This design comes from an exercise in tuning for small area on the open sky130 flow, not from production work. In this exercise RTL edits were held to simulation tests only and were not proved equivalent to the original. Power is estimated from default activity; no workload was simulated.

## the reference run
==> module cb_mux_bit, before the edit <==
module cb_mux_bit (
  input  [19:0] a,
  input  [19:0] h,
  output y
);
  wire [5:0] x;
  wire       x03;
  cell_aoi222 u_x0 (.a1(h[0]),  .a2(a[0]),  .b1(h[1]),  .b2(a[1]),  .c1(h[2]),  .c2(a[2]),  .y(x[0]));
  cell_aoi222 u_x1 (.a1(h[3]),  .a2(a[3]),  .b1(h[4]),  .b2(a[4]),  .c1(h[5]),  .c2(a[5]),  .y(x[1]));
  cell_aoi222 u_x2 (.a1(h[6]),  .a2(a[6]),  .b1(h[7]),  .b2(a[7]),  .c1(h[8]),  .c2(a[8]),  .y(x[2]));
  cell_aoi222 u_x3 (.a1(h[9]),  .a2(a[9]),  .b1(h[10]), .b2(a[10]), .c1(h[11]), .c2(a[11]), .y(x[3]));
  cell_aoi222 u_x4 (.a1(h[12]), .a2(a[12]), .b1(h[13]), .b2(a[13]), .c1(h[14]), .c2(a[14]), .y(x[4]));
  cell_aoi222 u_x5 (.a1(h[15]), .a2(a[15]), .b1(h[16]), .b2(a[16]), .c1(h[17]), .c2(a[17]), .y(x[5]));
  cell_and4   u_a  (.a(x[0]), .b(x[1]), .c(x[2]), .d(x[3]), .y(x03));
  cb_mux_tail u_y  (.x03(x03), .x4(x[4]), .x5(x[5]), .h18(h[18]), .a18(a[18]), .h19(h[19]), .a19(a[19]), .y(y));
endmodule
==> module cb_mux_tail, before the edit <==
module cb_mux_tail (input x03, x4, x5, h18, a18, h19, a19, output y);
  wire x6 = ~((h18 & a18) | (h19 & a19));
  assign y = ~(x03 & x4 & x5 & x6);
endmodule
export LEC_CHECK = 0
export CAP_MARGIN = 20
export CELL_PAD_IN_SITES_DETAIL_PLACEMENT = 1
export CELL_PAD_IN_SITES_GLOBAL_PLACEMENT = 1
export CORE_MARGIN = 2
export CORE_UTILIZATION = 30
export GPL_TIMING_DRIVEN = 0
export PLACE_DENSITY = 0.42
export SETUP_SLACK_MARGIN = 0.5
export SLEW_MARGIN = 20
export SYNTH_HIERARCHICAL = 1
export SYNTH_MINIMUM_KEEP_SIZE = 0
create_clock -name core_clock -period 25.0 [get_ports {clk}]
standard.sh (not shown) runs the stock make flow with config.mk's settings and CLKGATE_MAP_FILE= SYNTH_SCRIPT=/design/flow/synth_recipe.tcl, a recipe that flattens the netlist after the stock synthesis.
==> flow/flow/run.sh <==
#!/bin/bash
# The standard layout, with these changes to how it is made:
#  - the port buffers use the smallest buffer cell (every port still gets its own buffer);
#  - synthesis buffers are removed at floorplan (REMOVE_ABC_BUFFERS) instead of at a
#    timing-driven global placement (GPL_TIMING_DRIVEN is 0 in config.mk);
#  - clock tree synthesis without dummy loads.
set -euo pipefail
bash standard.sh "BUFFER_PORTS_ARGS=-buffer_cell sky130_fd_sc_hd__buf_1" REMOVE_ABC_BUFFERS=1 \
  "CTS_ARGS=-sink_clustering_enable -repair_clock_nets -dont_use_dummy_load" \
  finish > make_finish.log 2>&1
The reference run: flow completed, timing, DRC and antenna clean
diff inputs: the reference run => the trial run
diff --git a/flow/design.v b/flow/design.v
--- a/flow/design.v
+++ b/flow/design.v
@@ -475,24 +475,24 @@
 module cb_mux_bit (
   input  [19:0] a,
   input  [19:0] h,
   output y
 );
-  wire [5:0] x;
+  wire [6:0] x;
   wire       x03;
   cell_aoi222 u_x0 (.a1(h[0]),  .a2(a[0]),  .b1(h[1]),  .b2(a[1]),  .c1(h[2]),  .c2(a[2]),  .y(x[0]));
   cell_aoi222 u_x1 (.a1(h[3]),  .a2(a[3]),  .b1(h[4]),  .b2(a[4]),  .c1(h[5]),  .c2(a[5]),  .y(x[1]));
   cell_aoi222 u_x2 (.a1(h[6]),  .a2(a[6]),  .b1(h[7]),  .b2(a[7]),  .c1(h[8]),  .c2(a[8]),  .y(x[2]));
   cell_aoi222 u_x3 (.a1(h[9]),  .a2(a[9]),  .b1(h[10]), .b2(a[10]), .c1(h[11]), .c2(a[11]), .y(x[3]));
   cell_aoi222 u_x4 (.a1(h[12]), .a2(a[12]), .b1(h[13]), .b2(a[13]), .c1(h[14]), .c2(a[14]), .y(x[4]));
   cell_aoi222 u_x5 (.a1(h[15]), .a2(a[15]), .b1(h[16]), .b2(a[16]), .c1(h[17]), .c2(a[17]), .y(x[5]));
+  cell_aoi22  u_x6 (.a1(h[18]), .a2(a[18]), .b1(h[19]), .b2(a[19]), .y(x[6]));
   cell_and4   u_a  (.a(x[0]), .b(x[1]), .c(x[2]), .d(x[3]), .y(x03));
-  cb_mux_tail u_y  (.x03(x03), .x4(x[4]), .x5(x[5]), .h18(h[18]), .a18(a[18]), .h19(h[19]), .a19(a[19]), .y(y));
+  cell_nand4  u_y  (.a(x03), .b(x[4]), .c(x[5]), .d(x[6]), .y(y));
 endmodule
-module cb_mux_tail (input x03, x4, x5, h18, a18, h19, a19, output y);
-  wire x6 = ~((h18 & a18) | (h19 & a19));
-  assign y = ~(x03 & x4 & x5 & x6);
+module cell_aoi22 (input a1, a2, b1, b2, output y);
+  assign y = ~((a1 & a2) | (b1 & b2));
 endmodule
 module cell_and4 (input a, b, c, d, output y);
   assign y = a & b & c & d;
 endmodule
 module cell_nand4 (input a, b, c, d, output y);
==> notes.md <==
Comparing the trial run and the reference run, the lower share of the clock period used by the worst path was measured on the reference run.
In terms of final non-filler cell total, the reference run and the trial run differ only marginally.
All of the trial run and the reference run finish clean.
Diff the reference run -> the trial run: global-route total usage across every layer saw little to no change, overall routed net length about even, clock network fraction of design power comparable.
Status: internal power contribution parity (the reference run, the trial run)
As far as final net count is concerned, the trial run and the reference run perform about the same.
Relative to the reference run, the trial run degrades slack of the critical path.
Looking only at number of antenna violations at the first check in global routing, and setting everything else aside, the lower value of the trial run and the reference run goes to the trial run.

==> port drivers added, routing unchanged <==
How much do the figures lean on ideal ports? The routed layouts below were timed once more, with nothing changed but the port constraints. Step 1 sets driving cells, clkbuf_16 on the clock port and buf_2 on the other inputs (assumed; they add their load-dependent delay and slew). Step 2 adds t to the input delays and takes it off the output delays; t is the mean of the earliest and latest rising clock arrival at the registers after step 1. Input paths then give back, and output paths get back, about the clock's delay inside the block. a / b / c = ideal / step 1 / step 2; a / b = the first two.
run	shift t [ns]	setup slack, ns	hold slack, ns	pins driven straight from the clock port
the reference run	0.561	0.990 / 0.961 / 0.961	0.505 / 0.505 / 0.505	1
the trial run	0.566	0.925 / 0.897 / 0.897	0.507 / 0.507 / 0.507	1
After both steps setup and hold are still met in every run listed. The setup slack of the reference run, which loses most, moves by -0.029 ns with the drivers and by -0.029 ns with both steps.
